What follows belongs to an exercise in optimizing a design on an open flow for small area, a short achievable clock period and few clock cycles per item; a production flow would make more cautious choices.
Only the layout flow was run in this run; the RTL was not checked for function there.

<file path="flow/design.v">
module speck_add #(
    parameter W = 32
)(
    input  wire [W-1:0] a,
    input  wire [W-1:0] b,
    input  wire         ci,
    output wire [W-1:0] s
);
    reg [W-1:0] g, p;
    integer i, l, j;
    always @* begin
        g = a & b;
        p = a ^ b;
        g[0] = g[0] | (p[0] & ci);
        for (l = 0; (1 << l) < W; l = l + 1)
            for (i = W - 1; i >= 0; i = i - 1)
                if ((i >> l) & 1) begin
                    j = ((i >> l) << l) - 1;
                    g[i] = g[i] | (p[i] & g[j]);
                    p[i] = p[i] & p[j];
                end
    end
    assign s = a ^ b ^ {g[W-2:0], ci};
endmodule
module speck64_core (
    input  wire          clk,
    input  wire          rst,           
    output wire          ready,
    input  wire          key_load,
    input  wire [127:0]  key_in,        
    input  wire          blk_start,
    input  wire          blk_dec,
    input  wire [63:0]   blk_in,        
    output reg           blk_done,
    output wire [63:0]   blk_out
);
    reg  [4:0]   ph;        
    reg  [4:0]   ph_b;      
    reg          last;      
    reg          nokey;     
    reg          run;       
    reg          expand;    
    reg          dec;       
    reg  [63:0]  dat;       
    reg  [63:0]  res;       
    reg  [127:0] ka;        
    reg  [127:0] kb;        
    function [31:0] rol;
        input [31:0] v;
        input integer n;
        rol = (v << n) | (v >> (32 - n));
    endfunction
    function [31:0] ror;
        input [31:0] v;
        input integer n;
        ror = (v >> n) | (v << (32 - n));
    endfunction
    wire [31:0] ex = dat[63:32];
    wire [31:0] ey = dat[31:0];
    wire [31:0] ek = ka[31:0];
    wire [31:0] es;
    speck_add u_dat_f (.a(ror(ex, 8)), .b(ey), .ci(1'b0), .s(es));
    wire [31:0] xf = es ^ ek;
    wire [31:0] yf = es ^ (ek ^ rol(ey, 3));
    wire [31:0] yi  = ror(dat[31:0], 3);
    wire [31:0] knx = ror(kb[31:0], 3);            
    wire [31:0] ds;
    speck_add u_dat_i (.a(dat[63:32]), .b(~yi), .ci(1'b1), .s(ds));
    wire [31:0] xi = rol(ds, 8);
    wire [31:0] c_f = {27'd0, ph};
    wire [31:0] as;
    speck_add u_key_f (.a(ka[31:0]), .b(ror(ka[63:32], 8)), .ci(1'b0), .s(as));
    wire [31:0] af_l = as ^ c_f;
    wire [31:0] af_k = as ^ (c_f ^ rol(ka[31:0], 3));
    wire [31:0] bs;
    speck_add u_key_i (.a(kb[127:96] ^ {27'd0, ph_b}), .b(~knx), .ci(1'b1), .s(bs));
    wire [127:0] kb_inv = {kb[95:64], kb[63:32], rol(bs, 8), knx ^ kb[95:64]};
    wire [127:0] kb_plain = {kb[127:32], kb[31:0] ^ kb[127:96]};
    wire [127:0] ka_enc   = {ka[127:32], ka[31:0] ^ ka[127:96]};
    assign ready   = last;
    assign blk_out = res;
    always @(posedge clk or posedge rst) begin
        if (rst) begin
            last     <= 1'b1;
            nokey    <= 1'b1;
            run      <= 1'b0;
            expand   <= 1'b0;
            blk_done <= 1'b0;
        end else begin
            blk_done <= run && last;
            if (last && nokey && !key_load) begin
                run    <= 1'b0;
                expand <= 1'b0;
            end else if (last) begin
                last   <= 1'b0;
                nokey  <= 1'b0;
                run    <= blk_start;
                expand <= key_load;
            end else begin
                last   <= (ph == 5'd25);
            end
        end
    end
    always @(posedge clk) begin
        if (last) begin
            ph   <= 5'd0;
            ph_b <= 5'd25;
        end else begin
            ph   <= ph + 5'd1;
            ph_b <= ph_b - 5'd1;
        end
    end
    always @(posedge clk) begin
        res <= dec ? {xi, yi} : {xf, yf};
        if (last) begin
            dec <= blk_dec;
            if (blk_dec)
                dat <= {blk_in[63:32] ^ ka[31:0], blk_in[63:32] ^ blk_in[31:0]};
            else
                dat <= blk_in;
        end else begin
            dat <= dec ? {xi ^ knx, xi ^ yi} : {xf, yf};
        end
        if (last) begin
            ka <= key_load ? key_in : kb_plain;
            kb <= ka_enc;
        end else begin
            ka <= {af_l, ka[127:64], af_k};
            if (!expand)
                kb <= kb_inv;
            else if (ph == 5'd0)
                kb <= ka_enc;
        end
    end
endmodule
</file>
<file path="flow/flow/run.sh">
#!/bin/bash
# The standard layout, with the port buffers made from the smallest buffer
# (buf_1) instead of the one buffer_ports picks by default.
set -euo pipefail
export BUFFER_PORTS_ARGS="-buffer_cell sky130_fd_sc_hd__buf_1"
bash standard.sh > standard_flow.log 2>&1
</file>
<file path="flow/standard.sh">
#!/bin/bash
# synth_recipe.tcl (not shown) runs the flow's synth.tcl, then flattens the netlist and writes it again
# the make line also repeats each setting of config.mk as NAME=value (left out here)
make -C /OpenROAD-flow-scripts/flow DESIGN_CONFIG=/design/flow/config.mk WORK_HOME=/design/flow/orfs CLKGATE_MAP_FILE= SYNTH_SCRIPT=/design/flow/synth_recipe.tcl "${@:-finish}"
</file>
<file path="flow/config.mk">
export PLATFORM = sky130hd
export DESIGN_NAME = speck64_core
export DESIGN_NICKNAME = speck64_core
export VERILOG_FILES = /design/flow/design.v
export SDC_FILE = /design/flow/constraint.sdc
export NUM_CORES = 4
export LEC_CHECK = 0
export CAP_MARGIN = 20
export CORE_MARGIN = 2
export CORE_UTILIZATION = 40
export SETUP_SLACK_MARGIN = 3.6
export SLEW_MARGIN = 20
</file>
<file path="flow/constraint.sdc">
create_clock -name core_clock -period 7.0 [get_ports {clk}]
set_input_delay 1.4000 -clock core_clock [delete_from_list [all_inputs] [get_ports {clk}]]
set_output_delay 1.4000 -clock core_clock [all_outputs]
set_load 0.01 [all_outputs]
</file>
==> run_results.csv <==
group,metric,value,unit
outcome,outcome,"timing/DRC/antenna clean",
finish,antenna_cells_inserted,0,
die,die_h,250,um
clock_network,tritoncts,"yes",
logic_synthesis,ys_seq_elements,400,
logic_synthesis,synth_edf_count,129,
timing,worst_slew_pin_slew,1170,ps
detailed_routing,number_of_optimization_iterations_in_the_first_detailed_route_pass,6,
placed_design,gp_congestion,0.954,
detailed_routing,detail_route.vias_per_cell,5.44,
logic_synthesis,ys.flop_type,"dfxtp_1",
die,initial_utilization,40.2,%
timing,final-max-slew-violation-count,0,
global_route,overflow_after_grt,0,
worst_setup_path,worst-endpoint-required,7550,ps
worst_setup_path,cp_num_buf_inv,1,
detailed_routing,detail_route.drc_violations,0,
logic_synthesis,nets_in_the_synthesized_netlist,3070,
die,rows,90,
worst_setup_path,critPathMostFrequentCell,"fa_1",
logic_synthesis,postSynth.asyncResetShare,1.25,%
clock_network,clock_insertion_delay_worst_skew,620,ps
worst_setup_path,rr_endpoint,"dat[16]",
timing,rsz0062_at_grt,"true",
logic_synthesis,netlist_area,0.0242,mm^2
worst_setup_path,critPathMaxFanout,5,
global_route,antenna_found_initial,1,
timing,finClkSkew,26.0,ps
worst_setup_path,timing.reg2reg.worst_path_depth,14,
worst_setup_path,cp_max_stage_cell,"fa_1",
finish,layout_common_cells,"nand2_1 (496), buf_1 (260), xnor2_1 (247), dfxtp_1 (244), o21ai_0 (189)",
placed_design,dp_hpwl,64.5,mm
timing,fmax,0.300,GHz
clock_network,cts-root-buf,"clkbuf_16",
timing,final.period_utilization,47.6,%
timing,timing.final.crit_period,3330,ps
worst_setup_path,timing.critical_path.from_type,"register",
timing,relSlewSlack,21.6,%
die,io_pins,263,
worst_setup_path,slowest_delay,440,ps
clock_network,numCtsBuffers,48,
die,die_x,250,um
logic_synthesis,synth_cell_types,83,
worst_setup_path,critical_path.cell_chain,"ha_1, inv_1, fa_1, nand2b_4, a21oi_4, o211ai_1, nand2_1, fa_1, xor2_1, xnor2_1, o21ai_0, a21oi_1, a311oi_2, a21o_1",
logic_synthesis,synth_seq_area_share,38.6,%
detailed_routing,route.final.wire_length,86.0,mm
logic_synthesis,synthCells,2729,
timing,timing.final.hold_violations,0,
detailed_routing,vias_post_dr,20552,
finish,layout-drive-gt1-share,8.55,%
finish,fin_nets,3296,
global_route,largest_net_degree_at_the_start_of_global_routing,195,
worst_setup_path,critical_path_cell_count,14,
worst_setup_path,critPathArrivalTime,3890,ps
min_path,timing.hold.worst.class,"reg -> reg",
min_path,timing.hold.worst.start,"ph_b[0]",
timing,final_setup_fails,0,
detailed_routing,wl_per_cell,22.8,um
finish,layout.filler_cells,5793,
finish,final_cell_utilization_of_the_core,46.8,%
run,maxCapViolCount,0,
placed_design,place.port_buffers,262,
finish,area_growth,16.4,%
global_route,grt_pass1_vias,19837,
worst_setup_path,worstReg2RegStart,"dat[0]",
timing,fin_setup_tns,0,ps
clock_network,cts.htree.levels,2,
logic_synthesis,syn-mean-instance-area,8.85,um^2
worst_setup_path,timing.critical_path.from,"dat[0]",
logic_synthesis,synth-warning-count,2,
worst_setup_path,kind_of_capture_point_of_the_worst_setup_path,"register",
finish,layout_commonest_cell,"nand2_1",
die,core_area,0.0600,mm^2
clock_network,clk_pin_slew,70,ps
worst_setup_path,worst-setup-path-type,"reg -> reg",
die,dieArea,0.0624,mm^2
detailed_routing,drtAntennaViolNets,0,
worst_setup_path,setup.reg_to_reg.worst_slack,3670,ps
worst_setup_path,timing.critical_path.max_delay_family,"compound AO/OA/AOI/OAI gates",
global_route,global_route.usage.total,26.9,%
clock_network,clock_sinks,400,
worst_setup_path,endpoint,"dat[16]",
clock_network,cts-root-to-sink-buffers,3,
global_route,wire_length_of_the_first_global_routing_pass,126,mm
detailed_routing,initialDrtViolationCount,1648,
cells by family after synthesis:
kind of cell,count (synthesis),synth area share (%)
AO/OA/AOI/OAI,597,15.1
XOR/XNOR,401,15.2
adder cells (fa/ha/maj),144,8.08
buffers and inverters,246,3.82
flip-flops,400,38.6
multiplexers,115,4.88
AND/OR/NAND/NOR,826,14.3
through the flow:
step | instance area, um^2 | instances | setup WS (ps) | hold WS, ps
finish | 28100 | 3777 | 3670 | 448
global route | 28100 | 3777 | 3480 | 481
CTS | 27700 | 3763 | 3540 | 447
detailed placement | 25800 | 3662 | 3140 | 432
global placement | 25800 | 3662 | 3160 | 423
floorplan | 24200 | 2729 | 1840 | 408
worst min path at each step:
stage | endpoint | cells after the start
6_report | ph_b[0] | 1
5_1_grt | ph_b[0] | 1
4_1_cts | ph_b[0] | 1
3_5_place_dp | ph_b[0] | 1
3_3_place_gp | ph_b[0] | 1
2_1_floorplan | ph_b[0] | 1
flip-flops by register name, indices dropped and copies added, names as in the netlist, 5 cells and up:
signal and count:
kb 128, ph 5, ka 128, res 64
dat 64, ph_b 5
cells in the mapped netlist, drive strengths merged, types with 6 or more instances:
master / count / area [um^2]
and2: 13 / 81.3
a211oi: 23 / 193
xor2: 132 / 1160
xnor3: 10 / 225
o211ai: 10 / 75.1
dfxtp: 266 / 5330
or3: 13 / 81.3
fa: 20 / 400
nor4: 6 / 43.8
o21ai: 199 / 1000
a221oi: 6 / 58.8
o21bai: 7 / 52.6
xnor2: 258 / 2260
clkbuf: 103 / 387
nand3: 18 / 90.1
nand2b: 12 / 75.1
o31ai: 14 / 105
ha: 124 / 1550
mux2: 22 / 248
a22oi: 7 / 52.6
a21o: 69 / 518
nor3: 24 / 120
o21a: 10 / 75.1
nand2: 496 / 1860
edfxtp: 129 / 3870
a21oi: 188 / 941
mux2i: 93 / 931
a31oi: 11 / 75.1
nor2b: 11 / 68.8
a311oi: 6 / 70.1
nor2: 190 / 716
buf: 21 / 78.8
inv: 122 / 458
and3: 18 / 113
routing by layer:
layer | vias to the layer above | GRT usage, % | part of all wire [%]
met5 | - | 0 | 0
met4 | 0 | 8.07 | 3.2
met3 | 141 | 3.81 | 6.0
met2 | 756 | 45.2 | 47
met1 | 9891 | 35.8 | 43
li1 | 9764 | - | -
repair_timing:
action,CTS,global route
hold buffers,0,0
setup buffers,11,14
resized for setup,43,67
endpoints found under the setup margin,73,58
pin swaps,8,24
layout make-up:
| cell class | instances | area [um^2] | share of cell area, % |
|---|---|---|---|
| clock buffer | 64 | 1380 | 4.92 |
| clock inverter | 26 | 264 | 0.939 |
| inverter | 122 | 462 | 1.64 |
| multi-input combinational | 2083 | 14300 | 51.0 |
| sequential | 400 | 9380 | 33.4 |
| tap | 782 | 978 | 3.48 |
| timing repair buffer | 300 | 1310 | 4.66 |

port drivers added, routing unchanged:
The flow's constraints put no driver on any port. The routed layout listed below was extracted and timed again, unchanged, in two steps. Step 1: set_driving_cell puts a clkbuf_16 on clk and a buf_2 on each other input, an assumption about the parent block. Step 2 moves the port delays by t, midway between the first and last clock arrival at a register: inputs arrive t later, outputs are due t later. That takes back most of the time a late clock gives input paths. a / b / c = ideal / step 1 / step 2; a / b = the first two.
shift t [ns]: 0.664
setup slack, ns: 3.666 / 3.666 / 3.666
latest minus earliest clock arrival (ns): 0.026 / 0.026
slew at the worst register clock pin (ns): 0.07 / 0.07
worst data-port slew with drivers (ns): 0.06
After both steps this run still meets setup and hold. For this run, drivers alone change the setup slack by 0.000 ns; drivers and shift together by 0.000 ns.
